Source: an optimization exercise on an open RTL-to-GDS flow (aim: small area and a short achievable clock period). Production flows keep margins and buffers that such runs may drop.
Where RTL was checked, it was by simulation tests only, not by an equivalence proof against the original.

// dit_fft_8
module dit_fft_8(clk,rst_n,in1r,in1i,in2r,in2i,in3r,in3i,in4r,in4i,in5r,in5i,in6r,in6i,in7r,in7i,in8r,in8i,y1r,y1i,y2r,y2i,y3r,y3i,y4r,y4i,y5r,y5i,y6r,y6i,y7r,y7i,y8r,y8i,write,start,ready);
clock: 10.0 ns
lec_check: 0
cap_margin: 20
core_margin: 2
core_utilization: 40
setup_slack_margin: 4.0
slew_margin: 20
synth_hierarchical: 1
standard.sh (not shown) runs the stock make flow with config.mk's settings and CLKGATE_MAP_FILE= SYNTH_SCRIPT=/design/flow/synth_recipe.tcl, a recipe that flattens the netlist after the stock synthesis.
==> flow/flow/run.sh <==
#!/bin/bash
# The standard layout, with small buffers on the ports (timing repair
# upsizes the ones that need it). make's full output goes to make.log here;
# ORFS keeps each step's own log under orfs/logs.
set -euo pipefail
export BUFFER_PORTS_ARGS="-buffer_cell sky130_fd_sc_hd__buf_2"
bash standard.sh > make.log 2>&1
Change:
CORE_UTILIZATION = 50   (was 40)
GPL_ROUTABILITY_DRIVEN = 0   (was default)
SETUP_SLACK_MARGIN = 4.1   (was 4.0)
Outcome: The new run ran to the end with no violations; hold slack degrades by 4.2 ps; cell area is about the same; sequential cell count does not change; global-route usage increases by 4.4 points; first-iteration DRC count went up by 8.7%; worst setup slack gets better by 110 ps; synthesized cell count does not change; utilization rises by 12 points; via count increases by 0.90%; wire length shrinks by 5.7%.
Change:
CORE_UTILIZATION = 40   (was 50)
GPL_ROUTABILITY_DRIVEN = default   (was 0)
SETUP_SLACK_MARGIN = 4.3   (was 4.1)
TNS_END_PERCENT = 10   (was default)
The new run passed the timing, DRC and antenna checks.
Final area is higher by 0.91%.
First-iteration DRC count shrinks by about 16%.
No run of this note included a check of the RTL's function; only the layout flow was run.

========
Another version of the RTL of dit_fft_8 (not shown whole).
Size in the first run: roughly 70,000 um2 of cells after synthesis.
==> flow/design.v (excerpt) <==
module dit_fft_8(clk,rst_n,in1r,in1i,in2r,in2i,in3r,in3i,in4r,in4i,in5r,in5i,in6r,in6i,in7r,in7i,in8r,in8i,y1r,y1i,y2r,y2i,y3r,y3i,y4r,y4i,y5r,y5i,y6r,y6i,y7r,y7i,y8r,y8i,write,start,ready);
clock: 10.0 ns
lec_check: 0
cap_margin: 20
core_margin: 2
core_utilization: 40
setup_slack_margin: 4.5
slew_margin: 20
synth_hierarchical: 1
Scripts as last shown in full above: flow/flow/run.sh
Next try:
--- a/flow/config.mk
+++ b/flow/config.mk
@@ -9,5 +9,5 @@
 export CORE_MARGIN = 2
 export CORE_UTILIZATION = 40
-export SETUP_SLACK_MARGIN = 4.5
+export SETUP_SLACK_MARGIN = 4.0
 export SLEW_MARGIN = 20
 export SYNTH_HIERARCHICAL = 1
=> Cell area drops by about a fifth. Die area is unchanged. Non-clock buffer count is lower by 538.
Next try:
--- a/flow/config.mk
+++ b/flow/config.mk
@@ -9,5 +9,5 @@
 export CORE_MARGIN = 2
 export CORE_UTILIZATION = 40
-export SETUP_SLACK_MARGIN = 4.0
+export SETUP_SLACK_MARGIN = 3.0
 export SLEW_MARGIN = 20
 export SYNTH_HIERARCHICAL = 1
Result:
- The changed run went through all stages and came out clean
- utilization decreases by 1.9 points
- routed wire length decreases by about 1.2%
- design area decreases by about 4%
- worst setup slack loses 780 ps
- die area stays the same

========
main:
dit_fft_8, a different RTL version from the one above (not shown whole).
Size in the first run: about 63000 um2 of cells after synthesis.
==> flow/config.mk <==
export PLATFORM = sky130hd
export DESIGN_NAME = dit_fft_8
export DESIGN_NICKNAME = dit_fft_8
export VERILOG_FILES = /design/flow/design.v
export SDC_FILE = /design/flow/constraint.sdc
export NUM_CORES = 4
export LEC_CHECK = 0
export CAP_MARGIN = 20
export CORE_MARGIN = 2
export CORE_UTILIZATION = 60
export GPL_ROUTABILITY_DRIVEN = 0
export PLACE_DENSITY = 0.7
export SETUP_SLACK_MARGIN = 4.1
export SLEW_MARGIN = 20
export SYNTH_HIERARCHICAL = 1
==> flow/constraint.sdc <==
create_clock -name core_clock -period 10.0 [get_ports {clk}]
set_input_delay 2.0000 -clock core_clock [delete_from_list [all_inputs] [get_ports {clk}]]
set_output_delay 2.0000 -clock core_clock [all_outputs]
set_load 0.01 [all_outputs]
Scripts as last shown in full above: flow/flow/run.sh
Both conditions hold for main: the flow ran to the end and the final layout passed the timing, DRC and antenna checks.
What the feature branch does differently from main at the input level:
- a deleted PLACE_DENSITY that had been 0.7
- a change of SETUP_SLACK_MARGIN from 4.1 to 4.25
- a change of CORE_UTILIZATION from 60 to 50
Findings:
The feature branch reports a higher final design instance area without fill than main does.
Re synthesized area: no difference whatsoever between main and the feature branch.
NOTE number of placed cells counting well taps main->the feature branch increased by a few percent
Comparing main and the feature branch, number of fill cells in the layout is lower on main.
Looking only at growth of design area from synthesis to finish, and setting everything else aside, the lower value of main and the feature branch goes to main.
main reports its cell with the biggest individual delay on the critical path as edfxtp_1 while the feature branch reports or4_4.
Higher final period utilization was reported by main, not the feature branch.
The feature branch has share of final layout cell area taken by non-clock buffers above what main had.
[compare] base=main new=the feature branch: cell count up 313; number of antenna cells inserted went down by 5; die area picked up an extra 21000 um2.

========
Another version of the RTL of dit_fft_8 (not shown whole).
Size: ~6300 cells after synthesis, roughly 510 flip-flops.
## dit_fft_8
module dit_fft_8(clk,rst_n,in1r,in1i,in2r,in2i,in3r,in3i,in4r,in4i,in5r,in5i,in6r,in6i,in7r,in7i,in8r,in8i,y1r,y1i,y2r,y2i,y3r,y3i,y4r,y4i,y5r,y5i,y6r,y6i,y7r,y7i,y8r,y8i,write,start,ready);
==> flow/config.mk <==
export PLATFORM = sky130hd
export DESIGN_NAME = dit_fft_8
export DESIGN_NICKNAME = dit_fft_8
export VERILOG_FILES = /design/flow/design.v
export SDC_FILE = /design/flow/constraint.sdc
export NUM_CORES = 4
export LEC_CHECK = 0
export CAP_MARGIN = 20
export CORE_MARGIN = 2
export CORE_UTILIZATION = 40
export SETUP_SLACK_MARGIN = 4.2
export SLEW_MARGIN = 20
export SYNTH_HIERARCHICAL = 1
==> flow/constraint.sdc <==
create_clock -name core_clock -period 10.0 [get_ports {clk}]
set_input_delay 2.0000 -clock core_clock [delete_from_list [all_inputs] [get_ports {clk}]]
set_output_delay 2.0000 -clock core_clock [all_outputs]
set_load 0.01 [all_outputs]
Scripts as last shown in full above: flow/flow/run.sh
Change:
CORE_UTILIZATION = 60   (was 40)
PLACE_DENSITY = 0.72   (was not set)
SETUP_SLACK_MARGIN = 4.1   (was 4.2)
The new run went through all stages and came out clean.
Non-clock buffer count falls by 133.
Design area falls by 5.3%.
Via count rises by 0.51%.
Flip-flop and latch count is unchanged.
No run of this note included a check of the RTL's function; only the layout flow was run.

========
== before ==
dit_fft_8, a different RTL version from the one above (not shown whole).
For scale: ~6300 cells after synthesis, about 510 flip-flops, ~520 I/O pins, roughly 0.068 mm2 of cells after synthesis.
==> flow/config.mk <==
export PLATFORM = sky130hd
export DESIGN_NAME = dit_fft_8
export DESIGN_NICKNAME = dit_fft_8
export VERILOG_FILES = /design/flow/design.v
export SDC_FILE = /design/flow/constraint.sdc
export NUM_CORES = 4
export LEC_CHECK = 0
export CAP_MARGIN = 20
export CORE_MARGIN = 2
export CORE_UTILIZATION = 40
export SETUP_SLACK_MARGIN = 4.0
export SLEW_MARGIN = 20
export SYNTH_HIERARCHICAL = 1
==> flow/constraint.sdc <==
create_clock -name core_clock -period 10.0 [get_ports {clk}]
set_input_delay 2.0000 -clock core_clock [delete_from_list [all_inputs] [get_ports {clk}]]
set_output_delay 2.0000 -clock core_clock [all_outputs]
set_load 0.01 [all_outputs]
==> flow/flow/run.sh <==
#!/bin/bash
# The standard layout, with small buffers on the ports (timing repair
# upsizes the ones that need it). make's full output goes to make.log here;
# ORFS keeps each step's own log under orfs/logs.
set -euo pipefail
export BUFFER_PORTS_ARGS="-buffer_cell sky130_fd_sc_hd__buf_1"
bash standard.sh > make.log 2>&1
before has completed all stages; timing, DRC and antenna checks passed.
Changes in after relative to before:
# before
export LEC_CHECK = 0
export CAP_MARGIN = 20
export CORE_MARGIN = 2
export CORE_UTILIZATION = 40
export SETUP_SLACK_MARGIN = 4.0
export SLEW_MARGIN = 20
export SYNTH_HIERARCHICAL = 1
create_clock -name core_clock -period 10.0 [get_ports {clk}]
# after
export LEC_CHECK = 0
export CAP_MARGIN = 20
export CORE_MARGIN = 2
export CORE_UTILIZATION = 40
export SETUP_SLACK_MARGIN = 4.2
export SLEW_MARGIN = 20
export SYNTH_HIERARCHICAL = 1
create_clock -name core_clock -period 10.0 [get_ports {clk}]
-- flow/flow/run.sh --
<<< before, line 6
export BUFFER_PORTS_ARGS="-buffer_cell sky130_fd_sc_hd__buf_1"
>>> after, line 6
export BUFFER_PORTS_ARGS="-buffer_cell sky130_fd_sc_hd__buf_2"
Number of DRC violations after detailed-routing iteration 0 was lower in the run labelled after. after does better than before on time the final worst path needs with I/O delays and setup. When after is measured against before, its post-detailed-placement cell area turns out about 1.2% higher. Between after and before, it is after whose final setup slack of the worst path is higher, by 0.15 ns. In the flow results for before and after, the utilization is smaller on before. Comparing before and after, the higher fmax was measured on after. before vs after, cell with the largest stage delay on the worst path: xor2_1 vs or4_4. Changes observed in after relative to before: multi-input combinational gate total held steady; wire length of the first global-routing pass grew by about 2%.
No functional check of the RTL was part of any run of this note.

==> static timing again, ports no longer ideal <==
The flow's constraints put no driver on any port. The routed layouts listed below were extracted and timed again, unchanged, in two steps. Step 1, drivers: a clkbuf_16 drives clk and a buf_2 each remaining input, both assumed. Step 2 also shifts input and output timing later by t, the mid clock arrival at the registers, as if the neighbouring blocks saw the same clock. Three values: no drivers, after step 1, after step 2; two values: the first two.
| run | t, ns | slack for setup (ns) | worst setup path at the end | worst register clock-pin slew, ns | worst slew at a driven data input, ns |
|---|---|---|---|---|---|
| the first run of note 1 | 0.754 | 3.943 / 3.898 / 3.237 | input to register | 0.07 / 0.07 | 0.15 |
| the second run of note 1 | 0.752 | 4.057 / 3.984 / 3.422 | input to register | 0.07 / 0.07 | 0.13 |
| the third run of note 1 | 0.746 | 3.975 / 3.921 / 3.339 | input to register | 0.07 / 0.07 | 0.17 |
| the first run of note 2 | 0.759 | 4.286 / 4.209 / 3.708 | input to register | 0.08 / 0.08 | 0.11 |
| the second run of note 2 | 0.728 | 4.031 / 3.950 / 3.403 | input to register | 0.07 / 0.07 | 0.14 |
| the third run of note 2 | 0.763 | 3.251 / 3.172 / 2.622 | input to register | 0.08 / 0.08 | 0.10 |
| main | 0.762 | 4.072 / 3.995 / 3.444 | input to register | 0.08 / 0.08 | 0.12 |
| the feature branch | 0.740 | 4.252 / 4.237 / 3.545 | input to register | 0.07 / 0.07 | 0.12 |
| the first run of note 4 | 0.777 | 4.126 / 4.041 / 3.396 | input to register | 0.07 / 0.07 | 0.13 |
| the second run of note 4 | 0.752 | 4.056 / 3.977 / 3.381 | input to register | 0.07 / 0.07 | 0.09 |
| before | 0.756 | 4.084 / 4.017 / 3.376 | input to register | 0.07 / 0.07 | 0.07 |
| after | 0.766 | 4.229 / 4.141 / 3.584 | input to register | 0.07 / 0.07 | 0.09 |
After both steps every run listed still meets setup and hold. For the first run of note 4, which loses most, drivers alone change the setup slack by -0.085 ns; drivers and shift together by -0.730 ns.
